Source: an optimization exercise on an open RTL-to-GDS flow (aim: small area). Production flows keep margins and buffers that such runs may drop. Function was checked by simulation only, so behaviour that the tests miss may differ from the original. Power figures rest on the tool's default switching activity, not on a simulated workload.

`flow/design.v`:
```
`timescale 1ns / 1ps
module puf_core #(
    parameter PUF_WIDTH = 256,
    parameter ENTROPY_TARGET = 512000,
    parameter RING_OSC_COUNT = 128,
    parameter CHALLENGE_WIDTH = 128,
    parameter TEMPERATURE_SENSORS = 16,
    parameter VOLTAGE_SENSORS = 8,
    parameter TAMPER_SENSORS = 32
) (
    input  wire                           clk_sys,
    input  wire                           rst_n,
    input  wire                           enable,
    input  wire [CHALLENGE_WIDTH-1:0]    challenge,
    output wire [PUF_WIDTH-1:0]          response,
    output reg                            response_valid,
    output wire [31:0]                    entropy_data,
    output wire                           entropy_valid,
    input  wire                           entropy_ready,
    output wire [15:0]                    entropy_rate,
    output wire [7:0]                     temperature,
    output wire [7:0]                     voltage_level,
    output wire                           tamper_detected,
    output wire                           puf_healthy,
    output wire [255:0]                   divine_seal,
    output wire                           moral_compliance,
    input  wire                           security_lock,
    output wire                           kill_switch_detect,
    output wire                           self_destruct,
    output wire [RING_OSC_COUNT-1:0]      ring_osc_enable,
    input  wire [RING_OSC_COUNT-1:0]      ring_osc_out,
    input  wire [TEMPERATURE_SENSORS-1:0] temp_sensor_data,
    input  wire [VOLTAGE_SENSORS-1:0]     volt_sensor_data,
    input  wire [TAMPER_SENSORS-1:0]      tamper_sensors
);
    localparam [255:0] DIVINE_FOUNDATION = 256'h3633335f5468655f4c6f72645f676f7665726e735f6576657279646563697369;
    localparam [255:0] MORAL_AUTHORITY = 256'h4d617474685f32323a33395f4c6f76655f796f75725f6e65696768626f72;
    localparam [255:0] SEAL_STEP = DIVINE_FOUNDATION ^ MORAL_AUTHORITY;
    localparam [255:0] RESP_K = DIVINE_FOUNDATION ^ MORAL_AUTHORITY;
    localparam [127:0] RESP_D = RESP_K[255:128] ^ RESP_K[127:0];
    wire active = enable && !security_lock;
    reg  [127:0] chal_q;
    reg          act_n_q;    
    always @(posedge clk_sys) chal_q <= challenge;
    always @(posedge clk_sys or negedge rst_n) begin
        if (!rst_n) act_n_q <= 1'b1;
        else        act_n_q <= ~active;
    end
    assign ring_osc_enable = ~{128{act_n_q}} & (chal_q ^ DIVINE_FOUNDATION[127:0]);
    reg  [3:0]   response_stage;
    localparam [127:0] ACC_INIT = RESP_K[127:0] ^ ~RESP_D;
    reg  [127:0] acc;
    reg  [127:0] resp_q;
    reg          resp_unloaded;    
    wire [127:0] sample;
    wire         resp_load = active && (response_stage == 4'd15);
    genvar g;
    generate
        for (g = 0; g < 128; g = g + 1) begin : g_sample
            assign sample[g] = challenge[g] ? ring_osc_out[(g + 1) % 128] : ring_osc_out[g];
        end
    endgenerate
    wire keep = (response_stage == 4'd13) || (response_stage == 4'd14) || (response_stage == 4'd15);
    wire acc_en = active && ((response_stage == 4'd13) || (response_stage == 4'd14));
    always @(posedge clk_sys) begin
        acc <= keep ? (acc ^ (sample & {128{acc_en}})) : ACC_INIT;
    end
    always @(posedge clk_sys or negedge rst_n) begin
        if (!rst_n) begin
            response_stage <= 4'b0;
            resp_unloaded <= 1'b1;
            response_valid <= 1'b0;
        end else if (active) begin
            response_stage <= response_stage + 1'b1;
            response_valid <= (response_stage == 4'd15);
            if (response_stage == 4'd15)
                resp_unloaded <= 1'b0;
        end else begin
            response_valid <= 1'b0;
        end
    end
    generate
        for (g = 0; g < 128; g = g + 1) begin : g_resp
            if (RESP_D[g]) begin : g_diff
                always @(posedge clk_sys or negedge rst_n) begin
                    if (!rst_n)         resp_q[g] <= 1'b0;
                    else if (resp_load) resp_q[g] <= acc[g];
                end
                assign response[g]       = resp_q[g];
                assign response[128 + g] = ~(resp_unloaded | resp_q[g]);
            end else begin : g_same
                always @(posedge clk_sys) begin
                    if (resp_load) resp_q[g] <= acc[g];
                end
                assign response[g]       = ~(resp_unloaded | resp_q[g]);
                assign response[128 + g] = response[g];
            end
        end
    endgenerate
    reg  [4:0]  entropy_shift_reg;
    reg         entropy_data_valid;
    reg  [31:0] entropy_output_reg;
    reg  [4:0]  entropy_bit_counter;
    wire        entropy_bit = ^ring_osc_out;
    always @(posedge clk_sys or negedge rst_n) begin
        if (!rst_n) begin
            entropy_shift_reg <= 5'b0;
            entropy_output_reg <= 32'b0;
            entropy_data_valid <= 1'b0;
            entropy_bit_counter <= 5'b0;
        end else if (active) begin
            entropy_shift_reg <= {entropy_shift_reg[3:0], entropy_bit};
            if (entropy_shift_reg[4] != entropy_shift_reg[3]) begin
                entropy_output_reg <= {entropy_output_reg[30:0], entropy_bit};
                entropy_bit_counter <= entropy_bit_counter + 1'b1;
                entropy_data_valid <= (entropy_bit_counter == 5'b11111);
            end
        end else begin
            entropy_data_valid <= 1'b0;
        end
    end
    assign entropy_data = entropy_output_reg;
    assign entropy_valid = entropy_data_valid && entropy_ready;
    reg [14:0] rate_timer;
    reg [9:0]  rate_q;       
    reg [4:0]  rate_r;       
    reg [9:0]  entropy_rate_reg;
    always @(posedge clk_sys or negedge rst_n) begin
        if (!rst_n) begin
            rate_timer <= 15'd1;
            rate_q <= 10'b0;
            rate_r <= 5'b0;
            entropy_rate_reg <= 10'b0;
        end else if (rate_timer == 15'h4e2a) begin
            rate_timer <= 15'd1;
            rate_q <= 10'b0;
            rate_r <= 5'b0;
            entropy_rate_reg <= rate_q;
        end else begin
            rate_timer <= {rate_timer[13:0], rate_timer[14] ^ rate_timer[13]};
            if (entropy_valid) begin
                if ((rate_q & 10'd655) == 10'd655 && rate_r[0]) begin
                    rate_q <= 10'b0;
                    rate_r <= 5'b0;
                end else if (rate_r >= 5'd17) begin
                    rate_q <= rate_q + 1'b1;
                    rate_r <= rate_r - 5'd17;
                end else begin
                    rate_r <= rate_r + 5'd8;
                end
            end
        end
    end
    assign entropy_rate = {6'b0, entropy_rate_reg};
    reg [7:0] temperature_reg;
    reg [7:0] voltage_reg;
    reg tamper_detected_reg;
    reg kill_switch_detect_reg;
    reg self_destruct_reg;
    reg puf_healthy_reg;
    reg moral_compliance_reg;
    always @(posedge clk_sys or negedge rst_n) begin
        if (!rst_n) begin
            temperature_reg <= 8'd25;
            voltage_reg <= 8'd180;
            tamper_detected_reg <= 1'b0;
            kill_switch_detect_reg <= 1'b0;
            self_destruct_reg <= 1'b0;
            puf_healthy_reg <= 1'b0;
            moral_compliance_reg <= 1'b1;
        end else begin
            temperature_reg <= temp_sensor_data[7:0] + 8'd25;
            voltage_reg <= volt_sensor_data + 8'd150;
            if (|tamper_sensors || (temperature_reg > 8'd85 && temperature_reg < 8'd216) ||
                voltage_reg < 8'd120 || voltage_reg > 8'd250)
                tamper_detected_reg <= 1'b1;
            if (security_lock && enable)
                kill_switch_detect_reg <= 1'b1;
            if (tamper_detected_reg && (temperature_reg > 8'd100 || voltage_reg < 8'd100))
                self_destruct_reg <= 1'b1;
            puf_healthy_reg <= entropy_rate_reg[9] && !tamper_detected_reg &&
                               !kill_switch_detect_reg && (temperature_reg <= 8'd85) &&
                               (voltage_reg >= 8'd150);
            if (enable)
                moral_compliance_reg <= !kill_switch_detect_reg && puf_healthy_reg && !tamper_detected_reg;
        end
    end
    assign temperature = temperature_reg;
    assign voltage_level = voltage_reg;
    assign tamper_detected = tamper_detected_reg;
    assign kill_switch_detect = kill_switch_detect_reg;
    assign self_destruct = self_destruct_reg;
    assign puf_healthy = puf_healthy_reg;
    assign moral_compliance = moral_compliance_reg;
    reg [31:0] seal_lo;
    reg        seal_t;
    always @(posedge clk_sys or negedge rst_n) begin
        if (!rst_n) begin
            seal_lo <= DIVINE_FOUNDATION[31:0];
            seal_t <= 1'b0;
        end else if (enable) begin
            seal_lo <= seal_lo ^ entropy_output_reg ^ SEAL_STEP[31:0];
            seal_t <= ~seal_t;
        end
    end
    assign divine_seal = {DIVINE_FOUNDATION[255:32] ^ (SEAL_STEP[255:32] & {224{seal_t}}), seal_lo};
endmodule
```
`flow/flow/run.sh`:
```
#!/bin/bash
# The standard layout (standard.sh) with three changes:
#  1. after the standard synthesis, the combinational logic is re-mapped by
#     ABC (flow/resynth.ys); flip-flops, their names and cell types stay;
#  2. port buffers use buf_1 instead of the resizer's default pick (every
#     port still gets its own buffer);
#  3. CTS uses clkbuf_8 with sink clusters of at most 16 and inserts no
#     dummy loads;
#  4. each tie cell drives up to 8 constant-1 and 8 constant-0 outputs
#     (flow/pair_ties.py), so tie fan-out repair is skipped.
# Each tool's full output goes to a log file in this folder; ORFS also keeps
# its per-step logs under orfs/logs.
set -euo pipefail
WORK=$PWD
R=$WORK/orfs/results/$FLOW_PLATFORM/puf_core/base
LIB=$FLOW_HOME/platforms/$FLOW_PLATFORM/lib/sky130_fd_sc_hd__tt_025C_1v80.lib
ARGS=(
  "SKIP_REPAIR_TIE_FANOUT=1"
  "BUFFER_PORTS_ARGS=-buffer_cell sky130_fd_sc_hd__buf_1"
  "CTS_ARGS=-sink_clustering_enable -repair_clock_nets -dont_use_dummy_load -buf_list {sky130_fd_sc_hd__clkbuf_8} -sink_clustering_size 16 -sink_clustering_max_diameter 80"
)
bash standard.sh "${ARGS[@]}" synth > flow_synth.log 2>&1
cp "$R/1_2_yosys.v" "$WORK/standard_synth.v"
sed -e "s#@LIB@#$LIB#g" -e "s#@IN@#$WORK/standard_synth.v#" \
    -e "s#@OUT@#$WORK/resynth.v#" -e "s#@ABC@#$WORK/flow/resynth.abc#" \
    flow/resynth.ys > resynth_run.ys
yosys -l resynth.log -q resynth_run.ys > /dev/null 2>&1
python3 flow/pair_ties.py "$WORK/resynth.v" 8 > pair_ties.log 2>&1
cp "$WORK/resynth.v" "$R/1_2_yosys.v"
rm -f "$R/1_synth.odb" "$R/1_synth.sdc"
bash standard.sh "${ARGS[@]}" finish > flow_make.log 2>&1
```
`flow/flow/pair_ties.py`:
```
#!/usr/bin/env python3
"""Merge tie cells: sky130 conb_1 has both a HI and a LO output, so one cell
can drive constant-1 and constant-0 nets at once, and each output may drive
several ports (no timing arcs; max capacitance 1.9 pF). Each merged cell
drives up to GROUP constant-1 and GROUP constant-0 nets of ports with
neighbouring names. Reads and rewrites the netlist given as argv[1]."""
import re
import sys

path = sys.argv[1]
GROUP = int(sys.argv[2]) if len(sys.argv) > 2 else 1
text = open(path).read()
pat = re.compile(r"  sky130_fd_sc_hd__conb_1 (\S+) \(\n    \.(HI|LO)\(([^()]*)\)\n  \);\n")
his, los = [], []
for m in pat.finditer(text):
    (his if m.group(2) == "HI" else los).append(m)

# a tie net may reach its port through a buffer: order by the port's name
thru = {a: x for a, x in re.findall(
    r"sky130_fd_sc_hd__buf_\d+ \S+ \(\n    \.A\(([^()]*)\),\n    \.X\(([^()]*)\)\n  \);", text)}

def key(m):
    # order by the bit index of the net name when there is one
    n = thru.get(m.group(3), m.group(3))
    g = re.search(r"\[(\d+)\]", n)
    return (n.split("[")[0], int(g.group(1)) if g else -1, n)

his.sort(key=key)
los.sort(key=key)
drop = set()
merged = {}
rename = {}
hgroups = [his[i:i + GROUP] for i in range(0, len(his), GROUP)]
lgroups = [los[i:i + GROUP] for i in range(0, len(los), GROUP)]
for k in range(max(len(hgroups), len(lgroups))):
    hg = hgroups[k] if k < len(hgroups) else []
    lg = lgroups[k] if k < len(lgroups) else []
    keep = (hg or lg)[0]
    pins = []
    if hg:
        pins.append(f"    .HI({hg[0].group(3)})")
        for m in hg[1:]:
            rename[m.group(3)] = hg[0].group(3)
    if lg:
        pins.append(f"    .LO({lg[0].group(3)})")
        for m in lg[1:]:
            rename[m.group(3)] = lg[0].group(3)
    merged[keep.start()] = (
        f"  sky130_fd_sc_hd__conb_1 {keep.group(1)} (\n" + ",\n".join(pins) + "\n  );\n"
    )
    for m in hg + lg:
        if m is not keep:
            drop.add(m.start())
out, pos = [], 0
for m in sorted(his + los, key=lambda m: m.start()):
    out.append(text[pos:m.start()])
    if m.start() in merged:
        out.append(merged[m.start()])
    elif m.start() not in drop:
        out.append(m.group(0))
    pos = m.end()
out.append(text[pos:])
text = "".join(out)
# the dropped cells' nets now take the kept cell's net (and their declarations go)
for old, new in rename.items():
    esc = re.escape(old)
    text = re.sub(r"  wire " + esc + r";\n", "", text)
    text = re.sub(r"(?<![\w$\\])" + esc + r"(?![\w$])", new, text)
open(path, "w").write(text)
print(f"tie cells: {len(his)} HI, {len(los)} LO -> {len(his) + len(los) - len(drop)} cells (group {GROUP})")
```
`flow/flow/resynth.abc`:
```
strash; &get -n; &fraig -x; &put; scorr; dc2; strash; &get -n; &dch -f; &nf -R 1000; &put
```
`flow/flow/resynth.ys`:
```
# Re-map the combinational logic of the standard synthesis netlist with ABC.
# Flip-flops are kept as they are (same instances, names and cell types).
read_liberty -ignore_miss_func @LIB@
blackbox sky130_fd_sc_hd__df* sky130_fd_sc_hd__edf* sky130_fd_sc_hd__sdf* sky130_fd_sc_hd__dl*
read_verilog @IN@
hierarchy -top puf_core
flatten
rename -hide w:*.*
opt -purge
abc -liberty @LIB@ -dont_use *lpflow* -dont_use *probe* -script @ABC@
splitnets
opt_clean -purge
hilomap -hicell sky130_fd_sc_hd__conb_1 HI -locell sky130_fd_sc_hd__conb_1 LO
insbuf -buf sky130_fd_sc_hd__buf_4 A X
opt_clean -purge
stat -liberty @LIB@
write_verilog -noattr -nohex -nodec @OUT@
```
`flow/standard.sh`:
```
#!/bin/bash
# synth_recipe.tcl (not shown) runs the flow's synth.tcl, then flattens the netlist and writes it again
# the make line also repeats each setting of config.mk as NAME=value (left out here)
make -C /OpenROAD-flow-scripts/flow DESIGN_CONFIG=/design/flow/config.mk WORK_HOME=/design/flow/orfs CLKGATE_MAP_FILE= SYNTH_SCRIPT=/design/flow/synth_recipe.tcl "${@:-finish}"
```
`flow/config.mk`:
```
export PLATFORM = sky130hd
export DESIGN_NAME = puf_core
export DESIGN_NICKNAME = puf_core
export VERILOG_FILES = /design/flow/design.v
export SDC_FILE = /design/flow/constraint.sdc
export NUM_CORES = 4
export LEC_CHECK = 0
export ABC_AREA = 1
export CAP_MARGIN = 20
export CORE_AREA = 5 5 355 355
export DIE_AREA = 0 0 360 360
export SLEW_MARGIN = 20
```
`flow/constraint.sdc`:
```
create_clock -name core_clock -period 10.0 [get_ports {clk_sys}]
set_input_delay 2.0000 -clock core_clock [delete_from_list [all_inputs] [get_ports {clk_sys}]]
set_output_delay 2.0000 -clock core_clock [all_outputs]
set_load 0.01 [all_outputs]
```
==> results of run 1 <==
## layout make-up
cell class,count,area [um^2]
fill,13300,95300
sequential,528,12400
multi-input combinational,1310,7860
timing repair buffer,892,3460
tap,1625,2030
clock buffer,45,619
inverter,7,26.3
antenna,8,20.0
## metal layers
layer	share of wire (%)	wire length, um	vias to the layer above
met2	49	40400	795
met4	2.9	2420	18
met1	40	33200	8346
li1	-	-	8115
met3	8.4	7020	139
met5	0.12	99	-
## how the worst min path moves through the flow
stage | start | endpoint | depth (start not counted)
finish | rate_timer[7] | rate_timer[8] | 0
global route | acc[91] | resp_q[91] | 0
CTS | acc[91] | resp_q[91] | 0
detailed placement | rate_timer[4] | rate_timer[5] | 0
global placement | rate_timer[6] | rate_timer[7] | 0
floorplan | rate_timer[7] | rate_timer[8] | 0
## power groups by stage
| stage | clock, mW | combinational [mW] | sequential, mW |
|---|---|---|---|
| floorplan | 0 | 1.03 | 2.54 |
| global placement | 0 | 1.37 | 2.54 |
| detailed placement | 0 | 1.38 | 2.55 |
| CTS | 1.20 | 1.38 | 2.50 |
| global route | 1.27 | 1.49 | 2.53 |
| finish | 1.12 | 1.35 | 2.50 |
## worst max-delay path, cell delays in order (launching register included)
cell and delay, ps:
dfstp_4 1130, buf_4 740, nor2_1 350, buf_1 230
==> results_dict.tcl, run 1 <==
set metrics [dict create \
    outcome "finished clean" \
    use_met3_pct 3.56 \
    syn_area_per_cell_um2 10.4 \
    switching_share_pct 35.8 \
    fin_util_pct 21.7 \
    required_ps 8000 \
    clock_path_buffers 3 \
    endpoint_kind "primary output" \
    drv_slew 0 \
    critical_path.startpoint_type "register" \
    finalCritPeriodShare_pct 53.0 \
    grt_pass1_vias 16900 \
    clkTransAtPathRegs_ps 110 \
    min_period_ps 5300 \
    final_common_cell "buf_1" \
    cts_root_buf "clkbuf_8" \
    rsz0062_at_grt "false" \
    syn-cell-area_mm2 0.0229 \
    ys_warn_count 1 \
    p_per_area_mw_per_mm2 189 \
    track_usage_pct 12.1 \
    synthesis.nets 2528 \
    sequentialPowerShare_pct 50.3 \
    top_regs "acc (128), chal_q (128), resp_q (128)" \
    setup_viol 0 \
    initial_core_util_pct 18.8 \
    finClkSkew_ps 92.5 \
    hold_viol_final 0 \
    postPlaceCellArea_mm2 0.0257 \
    port_buffers 876 \
    fmax_ghz 0.189 \
    cts_tree "done" \
    io_pins 1028 \
    die-area_mm2 0.130 \
    postCtsHoldBufs 0 \
    p_comb_share_pct 27.2 \
    core_area_mm2 0.122 \
    cp-endpoint "response[77]" \
    r2r_setup_slack_ps 6920 \
    hold_ws_ps 389 \
    worstSetupStartpoint "resp_unloaded" \
    syn_to_final_growth_pct 15.3 \
    setup_slack_ps 4700 \
    worstPathMaxFanout 65 \
    nNetsFinal 3110 \
    vias 17400 \
    peakVddDrop_mv 0.162 \
    drt_first_pass_iters 5 \
    ant_nets 0 \
    critPathArrivalTime_ps 3300 \
    switchingPower_mw 1.78 \
    finalPower_mw 4.98 \
    netlist_instances 2202 \
    layout_common_cells "buf_1, nor2_1, dfxtp_1" \
    remaining_drc_errors 0 \
    placedCellCount 4360 \
    drt_iter0_drc 1039 \
    clock_latency_ps 690 \
    hold_class "register to register" \
    r2r_end "rate_q[5]" \
    met1_usage_pct 14.6 \
    grt_max_degree 132 \
    via_per_inst 3.94 \
    postCtsSetupBuffers 0 \
    crit_type "register to primary output" \
    busiest_layer "met2" \
    tns_ps 0 \
    drv_cap 0 \
    finalWirelength_um 83100 \
    die_h_um 360 \
    cts_resized 0 \
    cts_buffers 45 \
    max_slew_margin_pct 34.3 \
    htree_num_levels 2 \
    met2_usage_pct 20.5 \
    worst_slew_pin_slew_ps 985 \
    gp_congestion 0.862 \
    drive_gt1_share_pct 3.45 \
    preCtsSetupSlack_ps 4600 \
    p_leak_nw 9.96 \
    antenna_found_initial 39 \
    rows 128 \
    clkPwrFrac_pct 22.5 \
    die_w_um 360 \
    grt-ovfl-total 0 \
    cts.sinks 528 \
    reg2regPathDepth 9 \
    grt_pass1_wl_um 116000 \
    p_int_mw 3.19 \
    wl_per_cell_um 18.8 \
    finalNonFillerCells 4415 \
    r2r_start "rate_timer[13]" \
    design_area_mm2 0.0264 \
    dp_hpwl_um 64500 \
]
==> run 2: changes to the inputs <==
--- a/flow/flow/run.sh
+++ b/flow/flow/run.sh
@@ -6,7 +6,7 @@
 #     port still gets its own buffer);
 #  3. CTS uses clkbuf_8 with sink clusters of at most 16 and inserts no
 #     dummy loads;
-#  4. each tie cell drives up to 8 constant-1 and 8 constant-0 outputs
+#  4. each tie cell drives up to 40 constant-1 and 40 constant-0 outputs
 #     (flow/pair_ties.py), so tie fan-out repair is skipped.
 # Each tool's full output goes to a log file in this folder; ORFS also keeps
 # its per-step logs under orfs/logs.
@@ -25,7 +25,7 @@
     -e "s#@OUT@#$WORK/resynth.v#" -e "s#@ABC@#$WORK/flow/resynth.abc#" \
     flow/resynth.ys > resynth_run.ys
 yosys -l resynth.log -q resynth_run.ys > /dev/null 2>&1
-python3 flow/pair_ties.py "$WORK/resynth.v" 8 > pair_ties.log 2>&1
+python3 flow/pair_ties.py "$WORK/resynth.v" 40 > pair_ties.log 2>&1
 cp "$WORK/resynth.v" "$R/1_2_yosys.v"
 rm -f "$R/1_synth.odb" "$R/1_synth.sdc"
 bash standard.sh "${ARGS[@]}" finish > flow_make.log 2>&1
--- a/flow/config.mk
+++ b/flow/config.mk
@@ -9,4 +9,5 @@
 export CAP_MARGIN = 20
 export CORE_AREA = 5 5 355 355
 export DIE_AREA = 0 0 360 360
+export PLACE_DENSITY = 0.45
 export SLEW_MARGIN = 20
==> results_dict.tcl, run 2 <==
set metrics [dict create \
    min_period_ps 5320 \
    cts_resized 0 \
    seq_area_mm2 0.0124 \
    met1_usage_pct 15.3 \
    syn_to_final_growth_pct 15.0 \
    drv_slew 0 \
    hold_viol_final 0 \
    port_buffers 876 \
    outcome "finished clean" \
    r2r_start "rate_timer[13]" \
    hold_start "rate_timer[0]" \
    grt-ovfl-total 0 \
    drive_gt1_share_pct 3.43 \
    hold_depth 0 \
    crit_type "register to primary output" \
    num-fill-cells 13500 \
    remaining_drc_errors 0 \
    die_h_um 360 \
    critPathSlowestCell "dfstp_4" \
    gp_congestion 0.823 \
    clock_path_buffers 3 \
    worstPathMaxFanout 69 \
    layout_common_cells "buf_1, nor2_1, dfxtp_1" \
    finalCritPeriodShare_pct 53.2 \
    design_area_mm2 0.0263 \
    die_w_um 360 \
    drt_iter0_drc 795 \
    hold_class "register to register" \
    rsz0062_at_grt "false" \
    cp_cell_sequence "buf_4, nor2_1, buf_1" \
    finClkSkew_ps 53.7 \
    p_leak_nw 9.91 \
    netlist_instances 2194 \
    rows 128 \
    htree_num_levels 2 \
    min_to "rate_timer[1]" \
    hold_ws_ps 357 \
    use_met3_pct 3.33 \
    clkTransAtPathRegs_ps 110 \
    cts_tree "done" \
    ant_nets 0 \
    grt_pass1_vias 16700 \
    reg2regPathDepth 9 \
    endpoint_kind "primary output" \
    cts_buffers 44 \
    core_area_mm2 0.122 \
    busiest_layer "met2" \
    drt_first_pass_iters 5 \
    dp_hpwl_um 67200 \
    finalWirelength_um 86500 \
    initial_core_util_pct 18.8 \
    r2r_end "rate_q[5]" \
    ys_warn_count 1 \
    multi_input_area_mm2 0.00784 \
    setup_viol 0 \
    postPlaceCellArea_mm2 0.0257 \
    postCtsHoldBufs 0 \
    top_regs "acc (128), chal_q (128), resp_q (128)" \
    tns_ps 0 \
    cts_root_buf "clkbuf_8" \
    via_per_inst 3.84 \
    nNetsFinal 3092 \
    vias 16900 \
    finalNonFillerCells 4404 \
    placedCellCount 4352 \
    worst_slew_pin_slew_ps 954 \
    track_usage_pct 12.7 \
    finalPower_mw 4.95 \
    required_ps 8000 \
    antenna_found_initial 33 \
    critPathArrivalTime_ps 3320 \
    cpPeakStageDelay_ps 1190 \
    io_pins 1028 \
    wl_per_cell_um 19.6 \
    cts.sinks 528 \
    postCtsSetupBuffers 0 \
    met2_usage_pct 22.3 \
    fmax_ghz 0.188 \
    r2r_setup_slack_ps 6840 \
    grt_pass1_wl_um 121000 \
    final_common_cell "buf_1" \
    max_slew_margin_pct 36.4 \
    die-area_mm2 0.130 \
    critical_path.startpoint_type "register" \
    syn_area_per_cell_um2 10.4 \
    p_per_area_mw_per_mm2 188 \
    peakVddDrop_mv 0.0908 \
    synthesis.nets 2513 \
    drv_cap 0 \
    clock_latency_ps 670 \
    grt_max_degree 132 \
    syn-cell-area_mm2 0.0229 \
]
run 2: worst max-delay path: cells and delay by family, from the launching register on:
kind,cells,cell delay [ps]
buffers and inverters,2,930
AND/OR/NAND/NOR,1,370
flip-flops,1,1190
run 2: worst max-delay path by stage:
stage	from	endpoint	slack, ps	depth (start not counted)
final	resp_unloaded	response[126]	4680	3
after CTS	resp_unloaded	response[126]	4420	3
after detailed placement	enable	resp_q[61]	4430	7
after global routing	resp_unloaded	response[254]	4410	3
after floorplan	enable	response_valid	1260	3
after global placement	enable	resp_q[57]	4460	7
run 2: layer usage:
metal	share of wire, %	up-vias
met2	50	702
met4	2.8	14
li1	-	8110
met3	6.8	127
met1	40	7937
met5	0.11	-
run 2: report_power, final:
group | switching, mW | internal [mW]
logic | 0.846 | 0.425
clock network | 0.736 | 0.395
registers | 0.190 | 2.36
run 2: final cells by class:
| type | instances | area share [%] |
|---|---|---|
| multi-input combinational | 1302 | 29.8 |
| timing repair buffer | 890 | 13.0 |
| antenna | 8 | 0.0761 |
| clock buffer | 44 | 2.30 |
| inverter | 7 | 0.0999 |
| tap | 1625 | 7.73 |
| sequential | 528 | 47.0 |
run 2: through the flow:
stage	setup slack, ps	util (%)
floorplan	1260	-
global placement	4460	21.1
detailed placement	4430	21.1
CTS	4420	21.6
global route	4410	21.6
finish	4680	21.6
==> run 3: changes to the inputs <==
--- a/flow/config.mk
+++ b/flow/config.mk
@@ -9,5 +9,5 @@
 export CAP_MARGIN = 20
 export CORE_AREA = 5 5 355 355
 export DIE_AREA = 0 0 360 360
-export PLACE_DENSITY = 0.45
+export PLACE_DENSITY = 0.7
 export SLEW_MARGIN = 20
==> results_dict.tcl, run 3 <==
set metrics [dict create \
    outcome "finished clean" \
    drt_iter0_drc 1064 \
    cts_buffers 43 \
    syn_to_final_growth_pct 15.1 \
    layout_common_cells "buf_1, nor2_1, dfxtp_1" \
    worst_slew_pin_slew_ps 1010 \
    seq_area_mm2 0.0124 \
    syn-cell-area_mm2 0.0229 \
    endpoint_kind "register" \
    cts_resized 0 \
    drv_cap 0 \
    busiest_layer "met2" \
    cts_root_buf "clkbuf_8" \
    rows 128 \
    final_common_cell "buf_1" \
    preCtsSetupSlack_ps 3860 \
    setup_viol 0 \
    top_regs "acc (128), chal_q (128), resp_q (128)" \
    required_ps 10570 \
    clock_path_buffers 3 \
    hold_class "register to register" \
    num-fill-cells 13300 \
    max_slew_margin_pct 32.4 \
    finalNonFillerCells 4411 \
    worstPathMaxFanout 55 \
    core_area_mm2 0.122 \
    finalCritPeriodShare_pct 53.0 \
    netlist_instances 2194 \
    multi_input_area_mm2 0.00784 \
    reg2regPathDepth 9 \
    clock_latency_ps 690 \
    wl_per_cell_um 20.0 \
    postCtsSetupBuffers 0 \
    track_usage_pct 12.8 \
    hold_viol_final 0 \
    nNetsFinal 3093 \
    tns_ps 0 \
    fmax_ghz 0.189 \
    cts.sinks 528 \
    hold_start "rate_timer[7]" \
    drive_gt1_share_pct 3.43 \
    p_leak_nw 9.91 \
    cts_tree "done" \
    placedCellCount 4354 \
    htree_num_levels 2 \
    remaining_drc_errors 0 \
    hold_depth 0 \
    grt_pass1_wl_um 122000 \
    initial_core_util_pct 18.8 \
    drv_slew 0 \
    via_per_inst 3.99 \
    crit_type "input port to register" \
    r2r_setup_slack_ps 6880 \
    die-area_mm2 0.130 \
    r2r_start "rate_timer[13]" \
    vias 17600 \
    finalWirelength_um 88200 \
    io_pins 1028 \
    met1_usage_pct 14.8 \
    gp_congestion 0.912 \
    rsz0062_at_grt "false" \
    synthesis.nets 2513 \
    r2r_end "rate_q[5]" \
    dp_hpwl_um 70600 \
    ys_warn_count 1 \
    p_per_area_mw_per_mm2 187 \
    finClkSkew_ps 66.3 \
    ant_nets 0 \
    critical_path.startpoint_type "input port" \
    min_to "rate_timer[8]" \
    postCtsHoldBufs 0 \
    peakVddDrop_mv 0.157 \
    antenna_found_initial 49 \
    die_w_um 360 \
    port_buffers 876 \
    drt_first_pass_iters 5 \
    min_period_ps 5300 \
    die_h_um 360 \
    grt_max_degree 109 \
    grt-ovfl-total 0 \
    setup_slack_ps 4700 \
    syn_area_per_cell_um2 10.4 \
    grt_pass1_vias 17200 \
    critPathArrivalTime_ps 5870 \
    met2_usage_pct 22.1 \
    clkTransAtPathRegs_ps 90 \
    use_met3_pct 4.72 \
]
[run 3: layout make-up]
cell class	count	share of cell area, %
Multi-Input combinational cell	1302	29.8
Inverter	7	0.0999
Sequential cell	528	47.0
Antenna cell	14	0.133
Timing Repair Buffer	892	13.0
Tap cell	1625	7.73
Clock buffer	43	2.25
[run 3: worst max-delay path, cell delays in order]
cell and delay [ps]:
clkbuf_2 70, buf_4 400, nor2b_1 820, o21ai_0 250, a21oi_1 330, nand3_4 390, buf_4 450, buf_4 420
nor2_1 230, o21ai_0 110, a21oi_1 190
[run 3: how the worst max path moves through the flow]
stage | startpoint | end | slack (ps)
after detailed placement | enable | acc[121] | 3860
after CTS | enable | acc[121] | 4600
after floorplan | enable | response_valid | 1260
final | enable | acc[121] | 4700
after global placement | enable | acc[75] | 3990
after global routing | enable | acc[121] | 4300
[run 3: report_power, final]
| part | total, mW | internal (mW) | switching, mW |
|---|---|---|---|
| registers | 2.51 | 2.36 | 0.157 |
| clock network | 1.09 | 0.385 | 0.710 |
| logic | 1.32 | 0.427 | 0.890 |
| total | 4.93 | 3.17 | 1.76 |
[run 3: per-layer routing]
metal	share of wire, %	vias to the layer above
met1	38	8470
li1	-	8115
met5	0.20	-
met2	48	813
met3	9.6	155
met4	3.6	28
[run 3: through the flow]
stage                     util [%]  hold slack [ps]  total power [mW]  area, um^2
after global placement        21.1              363              3.91       25700
after detailed placement      21.1              370              3.94       25700
after floorplan                  -              354              3.57       22900
final                         21.6              362              4.93       26300
after global routing          21.6              374              5.23       26300
after CTS                     21.6              368              5.05       26300
==> run 4: changes to the inputs <==
--- a/flow/config.mk
+++ b/flow/config.mk
@@ -9,5 +9,4 @@
 export CAP_MARGIN = 20
 export CORE_AREA = 5 5 355 355
 export DIE_AREA = 0 0 360 360
-export PLACE_DENSITY = 0.7
 export SLEW_MARGIN = 20
==> results_dict.tcl, run 4 <==
set metrics [dict create \
    outcome "finished clean" \
    final_common_cell "buf_1" \
    htree_num_levels 2 \
    vias 17200 \
    wl_per_cell_um 19.7 \
    clock_path_buffers 3 \
    io_pins 1028 \
    max_slew_margin_pct 25.9 \
    gp_congestion 0.880 \
    grt_max_degree 97 \
    endpoint_kind "primary output" \
    grt-ovfl-total 0 \
    finalWirelength_um 86700 \
    port_buffers 876 \
    grt_pass1_wl_um 121000 \
    drv_cap 0 \
    ys_warn_count 1 \
    setup_viol 0 \
    p_per_area_mw_per_mm2 187 \
    dp_hpwl_um 68500 \
    initial_core_util_pct 18.8 \
    num-fill-cells 13400 \
    peakVddDrop_mv 0.125 \
    syn_to_final_growth_pct 15.1 \
    die_w_um 360 \
    placedCellCount 4355 \
    clock_latency_ps 670 \
    die_h_um 360 \
    tns_ps 0 \
    syn-cell-area_mm2 0.0229 \
    worstPathMaxFanout 54 \
    die-area_mm2 0.130 \
    finClkSkew_ps 63.5 \
    hold_viol_final 0 \
    min_period_ps 4890 \
    clkTransAtPathRegs_ps 100 \
    nNetsFinal 3094 \
    crit_type "register to primary output" \
    top_regs "acc (128), chal_q (128), resp_q (128)" \
    cts_root_buf "clkbuf_8" \
    via_per_inst 3.90 \
    cts_buffers 43 \
    cts_tree "done" \
    cts.sinks 528 \
    design_area_mm2 0.0263 \
    synthesis.nets 2513 \
    postCtsSetupBuffers 0 \
    finalCritPeriodShare_pct 48.9 \
    finalNonFillerCells 4413 \
    drv_slew 0 \
    ant_nets 0 \
    grt_pass1_vias 17100 \
    finalPower_mw 4.92 \
    drive_gt1_share_pct 3.46 \
    track_usage_pct 12.6 \
    postPlaceCellArea_mm2 0.0257 \
    p_leak_nw 9.92 \
    rsz0062_at_grt "false" \
    rows 128 \
    hold_class "register to register" \
    cts_resized 0 \
    fmax_ghz 0.204 \
    drt_first_pass_iters 5 \
    netlist_instances 2194 \
    antenna_found_initial 50 \
    fin_util_pct 21.6 \
    postCtsHoldBufs 0 \
    remaining_drc_errors 0 \
    syn_area_per_cell_um2 10.4 \
    critPathArrivalTime_ps 2890 \
    critical_path.startpoint_type "register" \
    worst_slew_pin_slew_ps 1110 \
    drt_iter0_drc 936 \
    required_ps 8000 \
    layout_common_cells "buf_1, nor2_1, dfxtp_1" \
    core_area_mm2 0.122 \
]
==> run 4: metal layers <==
metal  wire, um  global-route usage (%)  share of wire [%]
met4       3260                    4.86                3.8
met3       7820                    4.89                9.0
met1      32700                    14.0                 38
met2      42800                    21.9                 49
met5        230                       0               0.27
==> run 4: stage by stage <==
stage	hold slack, ps	setup slack, ps
after global routing	362	4840
final	349	5110
after detailed placement	364	4580
after CTS	353	4910
after floorplan	354	1260
after global placement	359	4640
==> run 4: final timing paths <==
check	startpoint	to	slack (ps)	cells after the start
setup / recovery	resp_unloaded	response[0]	5110	3
hold / removal	rate_timer[2]	rate_timer[3]	350	0
setup reg to reg	rate_timer[13]	rate_q[5]	6990	9
hold reg to reg	rate_timer[2]	rate_timer[3]	350	0
max in group asynchronous	rst_n	rate_timer[11]	7070	3
min in group asynchronous	rst_n	resp_q[36]	1460	2
==> run 4: layout make-up <==
class / count / area [um^2] / area share (%)
Antenna cell: 15 / 37.5 / 0.143
Inverter: 7 / 26.3 / 0.0999
Tap cell: 1625 / 2030 / 7.73
Sequential cell: 528 / 12400 / 47.0
Multi-Input combinational cell: 1302 / 7840 / 29.8
Clock buffer: 43 / 592 / 2.25
Timing Repair Buffer: 893 / 3420 / 13.0
==> run 4: power by group <==
group / total [mW] / switching, mW / internal, mW / leakage, nW
Clock: 1.09 / 0.708 / 0.385 / 0.309
Combinational: 1.31 / 0.880 / 0.426 / 4.20
Sequential: 2.52 / 0.165 / 2.36 / 5.41
==> run 4: critical path: stages (launching register included) <==
cell and delay [ps]:
dfstp_4 960, buf_4 650, nor2_1 280, buf_1 300

what the ideal ports hide:
No port has a modelled driver above. Below, the same layouts with a new extraction and two added sets of constraints. Step 1 sets driving cells, clkbuf_16 on the clock port and buf_2 on the other inputs (assumed; they add their load-dependent delay and slew). Step 2, shift: input delay + t, output delay - t, t = (earliest + latest rising clock arrival at the registers) / 2. This alone moves slack from input paths to output paths. Slacks: no drivers / after step 1 / after step 2; pairs: no drivers / after step 1.
run	t, ns	setup slack, ns	hold WS [ns]	worst setup path at the end	latest minus earliest clock arrival (ns)
run 1	0.706	4.704 / 4.648 / 4.713	0.389 / 0.389 / 0.389	input to register	0.118 / 0.118
run 2	0.702	4.685 / 4.630 / 4.567	0.357 / 0.357 / 0.357	input to register	0.057 / 0.057
run 3	0.700	4.705 / 4.735 / 4.035	0.362 / 0.362 / 0.362	input to register	0.091 / 0.091
run 4	0.680	5.107 / 5.055 / 4.666	0.349 / 0.349 / 0.349	input to register	0.076 / 0.076
After both steps every run listed still meets setup and hold. For run 3, which loses most, drivers alone change the setup slack by +0.030 ns; drivers and shift together by -0.670 ns.
